This design comes from an exercise in tuning for small area on the open sky130 flow, not from production work.
Only simulation tests tie the RTL to the original design; equivalence was not proved.
Power figures rest on the tool's default switching activity, not on a simulated workload.

==> design/flow/design.v <==
module parking_meter(
input add1,
input add2,
input add3,
input add4,
input rst1,
input rst2,
input clk,
input rst,
output [6:0] seg_vector,
output a1,
output a2,
output a3,
output a4,
output [3:0] val1,
output [3:0] val2,
output [3:0] val3,
output [3:0] val4
    );
reg [3:0] t3, t2, t1, t0;    
reg [5:0] lfsr;              
reg half;                    
reg less;                    
reg activate;
reg [1:0] scan;
reg [3:0] shown;             
assign val1 = t3;
assign val2 = t2;
assign val3 = t1;
assign val4 = t0;
wire [3:0] q0, q1, q2, q3;   
wire z0, z1, z2, z3;         
wire [3:0] n1, n2, n3;       
wire c1, c2, sat, on;
assign q0[0] = (~t0[0]);
assign q0[1] = (~t0[0] & t0[3]) | (t0[0] & t0[1]) | (~t0[0] & ~t0[1] & t0[2]);
assign q0[2] = (~t0[0] & t0[3]) | (t0[0] & t0[2]) | (t0[1] & t0[2]);
assign q0[3] = (~t0[0] & ~t0[1] & ~t0[2] & ~t0[3]) | (t0[0] & t0[3]);
assign z0 = (~t0[0] & ~t0[1] & ~t0[2] & ~t0[3]);
assign q1[0] = (~t1[0]);
assign q1[1] = (~t1[0] & t1[3]) | (t1[0] & t1[1]) | (~t1[0] & ~t1[1] & t1[2]);
assign q1[2] = (~t1[0] & t1[3]) | (t1[0] & t1[2]) | (t1[1] & t1[2]);
assign q1[3] = (~t1[0] & ~t1[1] & ~t1[2] & ~t1[3]) | (t1[0] & t1[3]);
assign z1 = (~t1[0] & ~t1[1] & ~t1[2] & ~t1[3]);
assign q2[0] = (~t2[0]);
assign q2[1] = (~t2[0] & t2[3]) | (t2[0] & t2[1]) | (~t2[0] & ~t2[1] & t2[2]);
assign q2[2] = (~t2[0] & t2[3]) | (t2[0] & t2[2]) | (t2[1] & t2[2]);
assign q2[3] = (~t2[0] & ~t2[1] & ~t2[2] & ~t2[3]) | (t2[0] & t2[3]);
assign z2 = (~t2[0] & ~t2[1] & ~t2[2] & ~t2[3]);
assign q3[0] = (~t3[0]);
assign q3[1] = (~t3[0] & t3[3]) | (t3[0] & t3[1]) | (~t3[0] & ~t3[1] & t3[2]);
assign q3[2] = (~t3[0] & t3[3]) | (t3[0] & t3[2]) | (t3[1] & t3[2]);
assign q3[3] = (~t3[0] & ~t3[1] & ~t3[2] & ~t3[3]) | (t3[0] & t3[3]);
assign z3 = (~t3[0] & ~t3[1] & ~t3[2] & ~t3[3]);
wire [3:0] ka = add4 ? 4'd0 : add3 ? 4'd8 : add2 ? 4'd2 : 4'd6;
wire [1:0] kb = add4 ? 2'd3 : (add3 | add2) ? 2'd1 : 2'd0;
wire [4:0] s1 = t1 + ka;
assign c1 = s1 > 5'd9;
assign n1 = c1 ? s1 - 5'd10 : s1;
wire [4:0] s2 = t2 + kb + c1;
assign c2 = s2 > 5'd9;
assign n2 = c2 ? s2 - 5'd10 : s2;
assign n3[0] = ~((~t3[0] & ~c2) | (t3[0] & ~t3[3] & c2));
assign n3[1] = (t3[1] & ~c2) | (t3[0] & ~t3[1] & ~t3[3] & c2) | (~t3[0] & t3[1]);
assign n3[2] = (t3[2] & ~c2) | (t3[0] & t3[1] & ~t3[2] & c2) | (~t3[1] & t3[2]) | (~t3[0] & t3[2]);
assign n3[3] = (t3[3]) | (t3[0] & t3[1] & t3[2] & c2);
assign sat = (t3[0] & t3[3] & c2);
wire tnz = ~(z0 & z1 & z2 & z3);
wire hend = (lfsr[0] | lfsr[1] | lfsr[3] | lfsr[5]) == 1'b0;   
wire tick = hend & half & tnz;
wire anyadd = add1 | add2 | add3 | add4;
always @(posedge clk) begin
	if (rst)
		{t3, t2, t1, t0} <= 16'h0000;
	else if (tick) begin
		t0 <= q0;
		if (z0) t1 <= q1;
		if (z0 & z1) t2 <= q2;
		if (z0 & z1 & z2) t3 <= q3;
	end
	else if (rst2)
		{t3, t2, t1, t0} <= 16'h0150;
	else if (rst1)
		{t3, t2, t1, t0} <= 16'h0016;
	else if (anyadd) begin
		if (sat)
			{t3, t2, t1, t0} <= 16'h9999;
		else
			{t3, t2, t1} <= {n3, n2, n1};
	end
end
always @(posedge clk) begin
	if (rst | hend)
		lfsr <= 6'd1;
	else
		lfsr <= {lfsr[4:0], lfsr[5] ^ lfsr[0]};
end
always @(posedge clk) begin
	if (rst)
		half <= 0;
	else
		half <= half ^ hend;
end
always @(posedge clk) begin
	if (rst)
		less <= 0;
	else
		less <= tnz & z3 & ~t2[3] & ~t2[2] & ~t2[1] & ~(t2[0] & t1[3]);
end
always @(posedge clk) begin
	if (rst)
		activate <= 0;
	else if (less)
		activate <= ~t0[0];
	else if (hend)
		activate <= ~activate;
end
reg [3:0] sel;
always @* begin
	case (scan)
	2'd0: sel = t3;
	2'd1: sel = t2;
	2'd2: sel = t1;
	default: sel = t0;
	endcase
end
always @(posedge clk) begin
	if (rst) begin
		scan <= 0;
		shown <= 4'd15;
	end
	else begin
		scan <= scan + 1'b1;
		shown <= activate ? sel : 4'd15;
	end
end
assign a1 = ~(on & ~scan[1] & scan[0]);
assign a2 = ~(on & scan[1] & ~scan[0]);
assign a3 = ~(on & scan[1] & scan[0]);
assign a4 = ~(on & ~scan[1] & ~scan[0]);
assign seg_vector[0] = (~shown[1] & ~shown[2] & ~shown[3]) | (shown[0] & shown[1] & shown[2]);
assign seg_vector[1] = (shown[0] & ~shown[2] & ~shown[3]) | (shown[1] & ~shown[2]) | (shown[0] & shown[1]);
assign seg_vector[2] = (shown[0]) | (~shown[1] & shown[2]);
assign seg_vector[3] = (shown[0] & ~shown[1] & ~shown[2] & ~shown[3]) | (~shown[0] & ~shown[1] & shown[2]) | (shown[0] & shown[1] & shown[2]);
assign seg_vector[4] = (~shown[0] & shown[1] & ~shown[2]) | (shown[1] & shown[3]);
assign seg_vector[5] = ~((~shown[2]) | (~shown[0] & ~shown[1]) | (shown[0] & shown[1] & ~shown[3]));
assign seg_vector[6] = (shown[0] & ~shown[1] & ~shown[2] & ~shown[3]) | (~shown[0] & ~shown[1] & shown[2]) | (shown[2] & shown[3]);
assign on = (~shown[3]) | (~shown[1]);
endmodule
==> design/flow/run.sh <==
#!/bin/bash
# synth_recipe.tcl (not shown) runs the flow's synth.tcl, then flattens the netlist and writes it again
# the make line also repeats each setting of config.mk as NAME=value (left out here)
make -C /OpenROAD-flow-scripts/flow DESIGN_CONFIG=/design/flow/config.mk WORK_HOME=/design/flow/orfs CLKGATE_MAP_FILE= SYNTH_SCRIPT=/design/flow/synth_recipe.tcl finish
==> design/flow/config.mk <==
export PLATFORM = sky130hd
export DESIGN_NAME = parking_meter
export DESIGN_NICKNAME = parking_meter
export VERILOG_FILES = /design/flow/design.v
export SDC_FILE = /design/flow/constraint.sdc
export NUM_CORES = 4
export LEC_CHECK = 0
export CAP_MARGIN = 20
export CORE_MARGIN = 2
export CORE_UTILIZATION = 40
export SLEW_MARGIN = 20
==> design/flow/constraint.sdc <==
create_clock -name core_clock -period 20.0 [get_ports {clk}]
set_input_delay 4.0000 -clock core_clock [delete_from_list [all_inputs] [get_ports {clk}]]
set_output_delay 4.0000 -clock core_clock [all_outputs]
set_load 0.01 [all_outputs]
==> impl_table.tex, run 1 <==
\begin{tabular}{lr}
\hline
Metric & Value \\
\hline
\multicolumn{2}{l}{\textbf{Worst setup path}} \\
CP dominant cell by count & sky130\_fd\_sc\_hd\_\_fa\_1 \\
CP max-delay cell & sky130\_fd\_sc\_hd\_\_clkdlybuf4s50\_1 \\
Crit path launch type & primary input \\
Chain of cells forming the critical path & clkdlybuf4s50\_1, nor3\_1, fa\_1, inv\_1, ha\_1, nand2\_1, a21oi\_1, a21oi\_1, fa\_1, inv\_1, fa\_1, nor3b\_1, a31oi\_1, and4\_1, o31ai\_4, o21ai\_1, a211oi\_2 \\
Maximum fanout along the worst path & 9 \\
Largest stage delay, worst path & 540 ps \\
Arrival time of the worst setup path & 8560 ps \\
Critical Path RT & around 20000 ps \\
Critical path type & in2reg \\
Type of destination of the critical path & flop \\
\multicolumn{2}{l}{\textbf{Synthesis}} \\
Synthesized instance count & around 300 \\
Netlist Area Pre-Place & $\sim$0.0024 sq mm \\
Sequential area share after synthesis & a little over a quarter \\
Warnings, synthesis & 1 \\
Synth Flop Type & sky130\_fd\_sc\_hd\_\_dfxtp\_1 \\
Portion of netlist area occupied by mux cells & 1.42\% \\
Dominant cells by area after synthesis & sky130\_fd\_sc\_hd\_\_dfxtp\_1 (26\%), sky130\_fd\_sc\_hd\_\_ha\_1 (6.3\%), sky130\_fd\_sc\_hd\_\_nand2\_1 (5.4\%) \\
Synth area leader & sky130\_fd\_sc\_hd\_\_dfxtp\_1 \\
Fraction of the mapped netlist area in adder cells & 8.83\% \\
Main combinational cell family by area after synthesis & compound AO/OA/AOI/OAI gates \\
Number of distinct library cells after synthesis & 60 \\
Number of enable flip-flop cells after synthesis & 0 \\
Number of nets produced by synthesis & 321 \\
Synthesis-stage register bit count & 31 \\
Post-synthesis simple-gate area fraction & about a quarter \\
Xor/xnor share of the synthesized area & around 1.1\% \\
Share of the synthesized area in the top cell type & 26.1\% \\
Share of the synthesized area in compound gates (AO/OA/AOI/OAI) & about 31\% \\
FFs w/ async S/R, synth & 0\% \\
Synth Area per Inst & 7.99 sq um \\
\multicolumn{2}{l}{\textbf{Timing}} \\
Max frequency & about 120 MHz \\
Sum of negative setup slack & 0 ps \\
Tcrit/Tclk final & 41.8\% \\
Max-slew headroom at the worst pin & 57.7\% \\
Setup clock skew after layout & roughly 6.4 ps \\
Transition time of the tightest slew-check pin & 633 ps \\
RSZ-0062 raised after global routing & no \\
Final Hold Fails & 0 \\
Worst hold slack across all endpoints & about 440 ps \\
Number of failing setup endpoints in the final timing report & 0 \\
Min cycle time layout & 8360 ps \\
Number of slew-limit violations in the final report & 0 \\
\multicolumn{2}{l}{\textbf{Hold path}} \\
Min-delay worst type & reg2reg \\
\multicolumn{2}{l}{\textbf{Finish}} \\
Area used by sequential logic in the layout & 621 sq um \\
Total number of nets in the final design & approximately 350 \\
Count of antenna diodes in the layout & 0 \\
Area occupied by multi-input gates & $\sim$0.0016 sq mm \\
Filler cell count in the final layout & approximately 580 \\
Layout overhead on the synthesized area & 20.8\% \\
Share of layout cells above drive strength 1 & about 7.6\% \\
\multicolumn{2}{l}{\textbf{Route}} \\
Number of DRC violations after detailed routing & 0 \\
Post-DRT Antenna Nets & 0 \\
Vias per std cell & $\sim$5.8 \\
Routed len/inst & around 15 microns \\
Count of routing violations after the opening detailed-route iteration & between 150 and 200 \\
Initial DRT Pass Iterations & 8 \\
Vias & 2326 \\
Detailed-route wire length & 6.03 mm \\
\multicolumn{2}{l}{\textbf{Clocking}} \\
CTS resizes & 0 \\
Number of hold buffers added after CTS & 0 \\
Number of CTS-inserted buffers & 5 \\
Largest buffer count on any clock path & 2 \\
Buffer type at the clock tree root & sky130\_fd\_sc\_hd\_\_clkbuf\_8 \\
TritonCTS clock tree & yes \\
Clock-pin slew on the worst setup and hold paths & approximately 70 ps \\
Clk sink count & 31 \\
Source-to-sink clock delay at the later pin of the worst-skew pair & 280 ps \\
Depth of the CTS H-tree & 2 \\
Setup Fix Bufs, Post-CTS & 0 \\
\multicolumn{2}{l}{\textbf{Pwr}} \\
Pwr/cell area & 62.2 mW/mm\^{}2 \\
Worst-case vdd ir drop & between 0.03 and 0.04 mV \\
Static leakage & around 1.1 nW \\
\multicolumn{2}{l}{\textbf{Global routing}} \\
Maximum number of pins on one net before global-route repair & 27 \\
First-pass GRT wire length & about 10 mm \\
Congestion Overflow GR & 0 \\
Vias in the first global route & 2101 \\
Global routing usage summed across all routing layers & 19.4\% \\
Antenna violations before repair & 0 \\
\multicolumn{2}{l}{\textbf{Floorplanning}} \\
Area of the core & around 0.0059 sq mm \\
Effective utilization at floorplan & between 40 and 50\% \\
IO Count & 35 \\
DIE WIDTH & 81.1 microns \\
Site Rows & 28 \\
Die area & approximately 0.0066 sq mm \\
Vertical die dimension & slightly above 80 microns \\
\multicolumn{2}{l}{\textbf{Run}} \\
Max-cap violations & 0 \\
\multicolumn{2}{l}{\textbf{Place}} \\
GP Congestion & between 0.8 and 0.9 \\
Port Buffers & 34 \\
Final HPWL DP & 4.41 mm \\
\multicolumn{2}{l}{\textbf{Status}} \\
Run status & finished clean \\
\hline
\end{tabular}
-- Yosys cell counts, drive strengths merged (4+ instances only) --
cell type and n:
a21oi 20, nor2b 10, a222oi 6, o31ai 6, nand3 7, and2 5, buf 4, ha 12
nor2 24, nor4 8, a21o 4, inv 20, dfxtp 31, a211oi 8, o211ai 5, nor3 4
a22oi 5, o21ai 24, clkbuf 10, nand2b 5, nand2 34
-- layout by cell type (no fill, tap or decap), types with 7 or more instances in the layout --
| master | n |
|---|---|
| sky130_fd_sc_hd__dfxtp_1 | 31 |
| sky130_fd_sc_hd__o21ai_0 | 18 |
| sky130_fd_sc_hd__inv_1 | 20 |
| sky130_fd_sc_hd__clkdlybuf4s50_1 | 34 |
| sky130_fd_sc_hd__nor2b_1 | 10 |
| sky130_fd_sc_hd__nand3_1 | 7 |
| sky130_fd_sc_hd__nor2_1 | 24 |
| sky130_fd_sc_hd__a21oi_1 | 20 |
| sky130_fd_sc_hd__ha_1 | 12 |
| sky130_fd_sc_hd__a211oi_1 | 7 |
| sky130_fd_sc_hd__nand2_1 | 34 |
-- registers in the layout (all words and copies together), names as in the netlist --
signal	count
half	1
t2	4
shown	4
t3	4
activate	1
lfsr	6
less	1
t0	4
scan	2
t1	4
-- routing by layer --
| metal | vias up | track usage (%) | wire (microns) |
|---|---|---|---|
| li1 | 1163 | - | - |
| met1 | 1072 | 26.9 | 2890 |
| met2 | 85 | 31.8 | 2750 |
| met3 | 6 | 3.33 | 339 |
| met4 | 0 | 3.39 | 51 |
| met5 | - | 0 | 0 |
-- stage by stage --
stage / utilization, % / total power, W / std cells / area, sq um / setup slack (ps)
2_1_floorplan: - / 0.0000999 / 298 / 2380 / 12330
3_3_place_gp: 47.1 / 0.000115 / 394 / 2760 / 11520
3_5_place_dp: 47.1 / 0.000115 / 394 / 2760 / 11350
4_1_cts: 49.1 / 0.000180 / 402 / 2880 / 11630
5_1_grt: 49.1 / 0.000189 / 402 / 2880 / 11160
6_report: 49.1 / 0.000179 / 402 / 2880 / 11640
-- logic make-up after synthesis --
group,count (synthesis)
adder cells (fa/ha/maj),15
flip-flops,31
AO/OA/AOI/OAI,100
AND/OR/NAND/NOR,112
buffers and inverters,34
XOR/XNOR,3
multiplexers,3
-- report_power, final --
| group | internal [W] | switching [W] |
|---|---|---|
| clock network | 0.0000403 | 0.0000243 |
| logic | 0.0000210 | 0.0000226 |
| registers | 0.0000649 | 0.00000563 |
| total | 0.000126 | 0.0000525 |
-- worst paths after layout --
check	start	end	slack, ps	cells after the start
worst max-delay path	add4	t3[1]	11640	17
worst min-delay path	lfsr[2]	lfsr[3]	440	1
worst max register to register	t1[1]	t3[1]	15680	16
worst min register to register	lfsr[2]	lfsr[3]	440	1
-- area by class of cell --
type	instances	share of cell area, %
inverters	20	2.61
flip-flops and latches	31	21.6
multi-input cells	233	56.4
well taps	75	3.26
clock buffers	6	2.87
clock inverters	2	1.22
repair buffers	35	12.1
-- worst max-delay path: cells and delay by family --
family	cells	cell delay, ps
AND/OR/NAND/NOR	4	1140
buffers and inverters	3	740
AO/OA/AOI/OAI	6	1060
adder cells (fa/ha/maj)	4	1620
==> run 2, diff against run 1 <==
--- a/design/flow/design.v
+++ b/design/flow/design.v
@@ -53,12 +53,14 @@
 assign q3[3] = (~t3[0] & ~t3[1] & ~t3[2] & ~t3[3]) | (t3[0] & t3[3]);
 assign z3 = (~t3[0] & ~t3[1] & ~t3[2] & ~t3[3]);
-wire [3:0] ka = add4 ? 4'd0 : add3 ? 4'd8 : add2 ? 4'd2 : 4'd6;
-wire [1:0] kb = add4 ? 2'd3 : (add3 | add2) ? 2'd1 : 2'd0;
-wire [4:0] s1 = t1 + ka;
-assign c1 = s1 > 5'd9;
-assign n1 = c1 ? s1 - 5'd10 : s1;
-wire [4:0] s2 = t2 + kb + c1;
-assign c2 = s2 > 5'd9;
-assign n2 = c2 ? s2 - 5'd10 : s2;
+assign n1[1] = ~((t1[1] & ~t1[2] & ~add4) | (~t1[1] & t1[2] & ~add3 & ~add2) | (t1[3] & ~add3) | (~t1[1] & add4) | (t1[1] & ~add4 & add2) | (t1[1] & ~add4 & add3) | (~t1[1] & ~t1[2] & ~t1[3] & add3));
+assign n1[2] = (~t1[1] & ~t1[2] & ~add4 & ~add3 & ~add2) | (t1[2] & add4) | (t1[1] & ~t1[2] & ~add4 & ~add3 & add2) | (~t1[1] & t1[2] & ~add3 & add2) | (t1[1] & t1[2] & add3) | (t1[3] & ~add4 & add3);
+assign n1[3] = ~((t1[2] & ~add2) | (t1[1] & add3) | (t1[3] & ~add4) | (~t1[3] & add4) | (~t1[1] & ~add4 & ~add3) | (t1[2] & add3) | (t1[1] & ~t1[2] & add2));
+assign c1 = ~((add4) | (~t1[1] & ~t1[2] & ~t1[3]) | (~t1[3] & ~add3 & add2) | (~t1[2] & ~t1[3] & ~add3));
+assign n1[0] = t1[0];
+assign n2[0] = (t2[0] & ~add4 & ~add3 & ~add2 & ~c1) | (~t2[0] & ~add4 & ~add3 & ~add2 & c1) | (~t2[0] & add4 & ~c1) | (t2[0] & add4 & c1) | (~t2[0] & add3 & ~c1) | (t2[0] & add3 & c1) | (~t2[0] & add2 & ~c1) | (t2[0] & add2 & c1);
+assign n2[1] = ~((~t2[0] & t2[1] & add4 & ~c1) | (~t2[0] & t2[3] & ~c1) | (~t2[0] & ~t2[1] & ~add4 & ~c1) | (t2[0] & t2[1] & ~add4 & c1) | (t2[3] & ~add4) | (t2[1] & ~add4 & add3 & c1) | (t2[0] & t2[1] & ~add4 & add3) | (~t2[1] & ~t2[3] & add4 & c1) | (t2[0] & ~t2[1] & ~t2[3] & add4) | (t2[1] & ~add4 & add2 & c1) | (t2[0] & t2[1] & ~add4 & add2) | (t2[1] & t2[2] & add4) | (~t2[1] & ~add4 & ~add3 & ~add2 & ~c1) | (~t2[0] & ~t2[1] & ~add4 & ~add3 & ~add2));
+assign n2[2] = ~((~t2[2] & ~add4 & ~add3 & ~add2 & ~c1) | (~t2[0] & ~t2[1] & ~t2[2] & ~c1) | (~t2[1] & ~t2[2] & ~add4) | (~t2[0] & ~t2[2] & ~add4 & ~add3 & ~add2) | (t2[0] & t2[1] & t2[2] & c1) | (t2[2] & add4 & c1) | (t2[0] & t2[2] & add4) | (t2[1] & t2[2] & add4) | (t2[3]) | (~t2[0] & ~t2[2] & ~add4 & ~c1) | (t2[1] & t2[2] & add3 & c1) | (t2[0] & t2[1] & t2[2] & add3) | (t2[1] & t2[2] & add2 & c1) | (t2[0] & t2[1] & t2[2] & add2));
+assign n2[3] = ~((t2[0] & t2[1] & add4) | (t2[1] & add4 & c1) | (~t2[2] & ~t2[3]) | (t2[3] & add4) | (~t2[1] & t2[2] & ~add4) | (t2[0] & ~t2[2] & c1) | (~t2[0] & ~t2[1] & add4 & ~c1) | (~t2[0] & t2[2] & ~add4 & ~c1) | (t2[0] & ~t2[2] & add2) | (~t2[2] & add3 & c1) | (~t2[2] & add2 & c1) | (t2[0] & ~t2[2] & add3) | (t2[0] & t2[1] & ~add3 & ~add2 & ~c1) | (~t2[0] & t2[1] & ~add3 & ~add2 & c1));
+assign c2 = ~((~add4 & ~add3 & ~add2 & ~c1) | (~t2[0] & ~add4 & ~c1) | (~t2[0] & ~add4 & ~add3 & ~add2) | (~t2[1] & ~t2[3]) | (~t2[2] & ~t2[3]) | (t2[2] & ~add4) | (~t2[0] & t2[2] & ~c1));
 assign n3[0] = ~((~t3[0] & ~c2) | (t3[0] & ~t3[3] & c2));
 assign n3[1] = (t3[1] & ~c2) | (t3[0] & ~t3[1] & ~t3[3] & c2) | (~t3[0] & t3[1]);
@@ -131,5 +133,5 @@
 	end
 	else begin
-		scan <= scan + 1'b1;
+		scan <= {scan[1] ^ scan[0], ~scan[0]};
 		shown <= activate ? sel : 4'd15;
 	end
==> design/flow/flow/run.sh (new file) <==
#!/bin/bash
# Own layout flow: the standard flow (standard.sh) with three changes that
# only affect how much cell area the layout uses:
#  - synthesis is the standard flow's own script (synth_recipe.tcl, same registers), but
#    ABC maps the combinational logic with an area-oriented script;
#  - the port buffers are buf_1 instead of the default clkdlybuf4s50_1;
#  - the clock tree is built from clkbuf_8 without dummy loads.
# Each tool's output is in orfs/logs/; make's own output is in flow.log.
set -euo pipefail
W=$PWD
export MY_ABC_SCRIPT=$W/flow/abc_area.script
export FLOW_SYNTH_TCL=$W/synth_recipe.tcl
CTS="-sink_clustering_enable -repair_clock_nets -dont_use_dummy_load -buf_list sky130_fd_sc_hd__clkbuf_8 -root_buf sky130_fd_sc_hd__clkbuf_8 -sink_clustering_size 40 -sink_clustering_max_diameter 200"
bash standard.sh \
  SYNTH_SCRIPT=$W/flow/my_synth.tcl \
  "BUFFER_PORTS_ARGS=-buffer_cell sky130_fd_sc_hd__buf_1" \
  "CTS_ARGS=$CTS" \
  finish > $W/flow.log 2>&1
==> design/flow/flow/abc_area.script (new file) <==
strash
&get -n
&deepsyn -T 10
&put
&get -n
&dch -f
&nf -R 1000
&put
==> design/flow/flow/my_synth.tcl (new file) <==
# Runs the standard flow's synthesis script unchanged except for the ABC script used for
# the combinational logic (registers are mapped before ABC and are untouched).
proc abc {args} {
  set i [lsearch -exact $args -script]
  if {$i >= 0} { lset args [expr {$i + 1}] $::env(MY_ABC_SCRIPT) }
  set j [lsearch -exact $args -D]
  if {$j >= 0} { set args [lreplace $args $j [expr {$j + 1}]] }
  puts "abc (own script): $args"
  yosys abc {*}$args
}
source $::env(FLOW_SYNTH_TCL)
==> design/flow/standard.sh (new file) <==
#!/bin/bash
# synth_recipe.tcl (not shown) runs the flow's synth.tcl, then flattens the netlist and writes it again
# the make line also repeats each setting of config.mk as NAME=value (left out here)
make -C /OpenROAD-flow-scripts/flow DESIGN_CONFIG=/design/flow/config.mk WORK_HOME=/design/flow/orfs CLKGATE_MAP_FILE= SYNTH_SCRIPT=/design/flow/synth_recipe.tcl "${@:-finish}"
--- a/design/flow/config.mk
+++ b/design/flow/config.mk
@@ -6,4 +6,5 @@
 export NUM_CORES = 4
 export LEC_CHECK = 0
+export ABC_AREA = 1
 export CAP_MARGIN = 20
 export CORE_MARGIN = 2
removed: design/flow/run.sh
==> run 2 against run 1 <==
  * Still clean on timing, DRC and antenna
  * Power decreased by 22%
  * Core utilization is 0.43 points lower
  * Via count down 21%
  * Non-clock buffer count did not move
==> impl_table.tex, run 2 <==
\begin{tabular}{lr}
\hline
Metric & Value \\
\hline
\multicolumn{2}{l}{\textbf{Status}} \\
Run status & finished clean \\
\multicolumn{2}{l}{\textbf{Finish}} \\
Count of antenna diodes in the layout & 0 (unchanged) \\
Filler cell count in the final layout & 418 (-27\%) \\
Register with the most flip-flops & lfsr \\
Number of flip-flops in the largest register & 6 (unchanged) \\
Share of layout cells above drive strength 1 & 2.21\% (-5.4 points) \\
Most common library cell in the layout ignoring fill and taps & sky130\_fd\_sc\_hd\_\_nor2\_1 \\
Total number of nets in the final design & 286 (-18\%) \\
Most frequent cells in the layout & sky130\_fd\_sc\_hd\_\_nor2\_1 (40), sky130\_fd\_sc\_hd\_\_buf\_1 (34), sky130\_fd\_sc\_hd\_\_dfxtp\_1 (31), sky130\_fd\_sc\_hd\_\_nand2\_1 (26), sky130\_fd\_sc\_hd\_\_a21oi\_1 (25) \\
Layout overhead on the synthesized area & 15.5\% \\
\multicolumn{2}{l}{\textbf{Worst setup path}} \\
Number of cell instances on the worst register-to-register path & 14 (-2) \\
Chain of cells forming the critical path & buf\_1, clkinv\_1, a21oi\_1, o31ai\_1, nor2\_1, nor2b\_1, nor3\_1, o22ai\_1, and2\_0, a21o\_1, o21ai\_0, o21ai\_0, a211oi\_1 \\
Critical path type & in2reg \\
CP dominant cell by count & sky130\_fd\_sc\_hd\_\_o21ai\_0 \\
Critical Path RT & 20190 ps (-20 ps) \\
Largest stage delay, worst path & 300 ps (-240 ps) \\
Worst r2r src & t1[1] \\
Internal reg-to-reg setup slack & 16300 ps (+620 ps) \\
Arrival time of the worst setup path & 6340 ps (-2220 ps) \\
Maximum fanout along the worst path & 9 (unchanged) \\
CP max-delay cell & sky130\_fd\_sc\_hd\_\_a21o\_1 \\
End of the worst register-to-register path & t3[3] \\
CP startpoint & add3 \\
Crit path launch type & primary input \\
Type of destination of the critical path & flop \\
\multicolumn{2}{l}{\textbf{Timing}} \\
PnR worst setup slack & 13850 ps (+2210 ps) \\
Number of slew-limit violations in the final report & 0 (unchanged) \\
Number of failing setup endpoints in the final timing report & 0 (unchanged) \\
Min cycle time layout & 6150 ps (-2210 ps) \\
RSZ-0062 raised after global routing & no \\
Sum of negative setup slack & 0 ps (unchanged) \\
Max-slew headroom at the worst pin & 33.9\% (-24 points) \\
Tcrit/Tclk final & 30.7\% (-11 points) \\
Transition time of the tightest slew-check pin & 981 ps (+348 ps) \\
Max frequency & 163 MHz (+36\%) \\
Setup clock skew after layout & 17.5 ps (+11.1 ps) \\
Final Hold Fails & 0 (unchanged) \\
\multicolumn{2}{l}{\textbf{Clocking}} \\
CTS resizes & 0 (unchanged) \\
Clock-pin slew on the worst setup and hold paths & 70 ps (about the same) \\
Depth of the CTS H-tree & 2 (unchanged) \\
Setup Fix Bufs, Post-CTS & 0 (unchanged) \\
Source-to-sink clock delay at the later pin of the worst-skew pair & 290 ps (about the same) \\
Number of hold buffers added after CTS & 0 (unchanged) \\
Number of CTS-inserted buffers & 5 (unchanged) \\
Largest buffer count on any clock path & 2 (unchanged) \\
TritonCTS clock tree & yes \\
Clk sink count & 31 (unchanged) \\
Buffer type at the clock tree root & sky130\_fd\_sc\_hd\_\_clkbuf\_8 \\
\multicolumn{2}{l}{\textbf{Synthesis}} \\
FFs w/ async S/R, synth & 0\% (unchanged) \\
Number of nets produced by synthesis & 244 (-24\%) \\
Synth Area per Inst & 7.46 sq um (-6.5\%) \\
Warnings, synthesis & 1 (unchanged) \\
Leading post-synthesis cells by instance count & sky130\_fd\_sc\_hd\_\_nor2\_1 (40), sky130\_fd\_sc\_hd\_\_dfxtp\_1 (31), sky130\_fd\_sc\_hd\_\_nand2\_1 (26) \\
Number of distinct library cells after synthesis & 38 (-37\%) \\
Synth Flop Type & sky130\_fd\_sc\_hd\_\_dfxtp\_1 \\
Synthesized instance count & 231 (-22\%) \\
Share of the synthesized area in the top cell type & 36.0\% (+9.9 points) \\
Netlist Area Pre-Place & 0.00172 sq mm (-28\%) \\
Number of enable flip-flop cells after synthesis & 0 (unchanged) \\
Synthesis-stage register bit count & 31 (unchanged) \\
Synth area leader & sky130\_fd\_sc\_hd\_\_dfxtp\_1 \\
Dominant cells by area after synthesis & sky130\_fd\_sc\_hd\_\_dfxtp\_1 (36\%), sky130\_fd\_sc\_hd\_\_nor2\_1 (8.7\%), sky130\_fd\_sc\_hd\_\_a21oi\_1 (7.3\%) \\
Leading cell type by number of instances after synthesis & sky130\_fd\_sc\_hd\_\_nor2\_1 \\
Sequential area share after synthesis & 36.0\% (+9.9 points) \\
\multicolumn{2}{l}{\textbf{Global routing}} \\
Antenna violations before repair & 0 (unchanged) \\
First-pass GRT wire length & 7.61 mm (-25\%) \\
Vias in the first global route & 1685 (-20\%) \\
Global routing usage summed across all routing layers & 19.5\% (+0.10 points) \\
Congestion Overflow GR & 0 (unchanged) \\
Maximum number of pins on one net before global-route repair & 27 (unchanged) \\
\multicolumn{2}{l}{\textbf{Hold path}} \\
Worst hold path cell count & 1 (unchanged) \\
WHS Endpoint & lfsr[5] \\
Min-delay worst type & reg2reg \\
Worst hold start & lfsr[4] \\
\multicolumn{2}{l}{\textbf{Pwr}} \\
Static leakage & 0.748 nW (-32\%) \\
Worst-case vdd ir drop & 0.0454 mV (+49\%) \\
Pwr/cell area & 70.1 mW/mm\^{}2 (+13\%) \\
\multicolumn{2}{l}{\textbf{Route}} \\
Count of routing violations after the opening detailed-route iteration & 143 (-14\%) \\
Number of DRC violations after detailed routing & 0 (unchanged) \\
Initial DRT Pass Iterations & 4 (-4) \\
Vias & 1827 (-21\%) \\
Detailed-route wire length & 4.52 mm (-25\%) \\
Routed len/inst & 14.1 microns (-6.2\%) \\
Vias per std cell & 5.69 (-1.6\%) \\
Post-DRT Antenna Nets & 0 (unchanged) \\
\multicolumn{2}{l}{\textbf{Place}} \\
Final HPWL DP & 3.27 mm (-26\%) \\
Port Buffers & 34 (unchanged) \\
GP Congestion & 0.850 (about the same) \\
Place WS & 13600 ps (+2250 ps) \\
\multicolumn{2}{l}{\textbf{Floorplanning}} \\
Site Rows & 23 (-18\%) \\
Die area & 0.00485 sq mm (-26\%) \\
Vertical die dimension & 69.7 microns (-14\%) \\
Area of the core & 0.00409 sq mm (-30\%) \\
DIE WIDTH & 69.7 microns (-14\%) \\
IO Count & 35 (unchanged) \\
Effective utilization at floorplan & 42.2\% (+1.5 points) \\
\multicolumn{2}{l}{\textbf{Run}} \\
Max-cap violations & 0 (unchanged) \\
\hline
\end{tabular}
-- run 2: cell count changes after synthesis, sizes merged, moves of 4 or more --
| cell | change |
|---|---|
| o21ai | -5 |
| inv | -20 |
| buf | -4 |
| a22oi | -4 |
| nand2 | -8 |
| clkinv | +11 |
| nor4 | -6 |
| clkbuf | -10 |
| nor2 | +16 |
| nor2b | -4 |
| o211ai | -5 |
| a21oi | +5 |
| ha | -7 |
-- run 2: worst max path at each step --
stage | endpoint | cells past startpoint
finish | t1[2] | 13
global route | t1[2] | 13
CTS | t1[2] | 13
detailed placement | t1[2] | 13
global placement | t1[2] | 13
floorplan | t1[2] | 12
-- run 2: logic make-up (layout without fill, tap and decap cells) --
group           count (synthesis)  after routing  synth area share (%)
compound gates                 79             79                  29.2
flops                          31             31                  36.0
mux                             2              2                  1.23
simple gates                  100            100                  26.1
xor+xnor                        3              3                  1.52
fa+ha+maj                       5              5                  3.63
buf+inv                        11             51                  2.39
-- run 2: routing by layer --
| metal | global-route usage [%] | share of wire [%] |
|---|---|---|
| met5 | 0 | 0 |
| met3 | 6.98 | 7.4 |
| met4 | 8.12 | 1.3 |
| met1 | 25.4 | 47 |
| met2 | 29.1 | 44 |
-- run 2: through the flow --
stage	hold WS, ps	power (W)	util, %	std cells	cell area, sq um
floorplan	407	0.0000885	-	231	1720
global placement	411	0.0000976	47.0	316	1920
detailed placement	426	0.0000975	47.0	316	1920
CTS	445	0.000141	48.7	321	1990
global route	469	0.000149	48.7	321	1990
finish	442	0.000140	48.7	321	1990
-- run 2: final cells by class --
| class | instances | area, sq um | share of cell area [%] |
|---|---|---|---|
| well taps | 50 | 62.6 | 3.14 |
| multi-input cells | 189 | 1060 | 53.4 |
| clock buffers | 5 | 68.8 | 3.46 |
| flip-flops and latches | 31 | 621 | 31.2 |
| inverters | 11 | 41.3 | 2.07 |
| repair buffers | 35 | 135 | 6.79 |
-- run 2: power breakdown --
part | switching, W | total [W] | leakage (nW) | internal, W
Clock | 0.0000209 | 0.0000432 | 0.0359 | 0.0000223
Combinational | 0.0000154 | 0.0000256 | 0.457 | 0.0000102
Sequential | 0.00000538 | 0.0000707 | 0.255 | 0.0000653
Total | 0.0000417 | 0.000140 | 0.748 | 0.0000979
-- run 2: critical path, delay by kind of cell --
family	cells	cell delay (ps)
AOI/OAI and AO/OA	7	1350
buffers and inverters	2	260
and+or+nand+nor	4	720

-- re-timing with driven ports --
Ports are ideal in the flow. The routed layouts listed here were re-timed in OpenROAD.
Step 1 sets driving cells, clkbuf_16 on the clock port and buf_2 on the other inputs (assumed; they add their load-dependent delay and slew).
Step 2 moves the port delays by t, midway between the first and last clock arrival at a register: inputs arrive t later, outputs are due t later. That takes back most of the time a late clock gives input paths.
Three values: ideal ports, drivers, drivers and shift; two values: the first two.
| run | shift t [ns] | setup slack, ns | worst slew at a driven data input, ns |
|---|---|---|---|
| run 1 | 0.305 | 11.642 / 11.648 / 11.343 | 0.03 |
| run 2 | 0.302 | 13.851 / 13.854 / 13.551 | 0.03 |
After both steps every run listed still meets setup and hold. For run 2, which loses most, drivers alone change the setup slack by +0.003 ns; drivers and shift together by -0.300 ns.
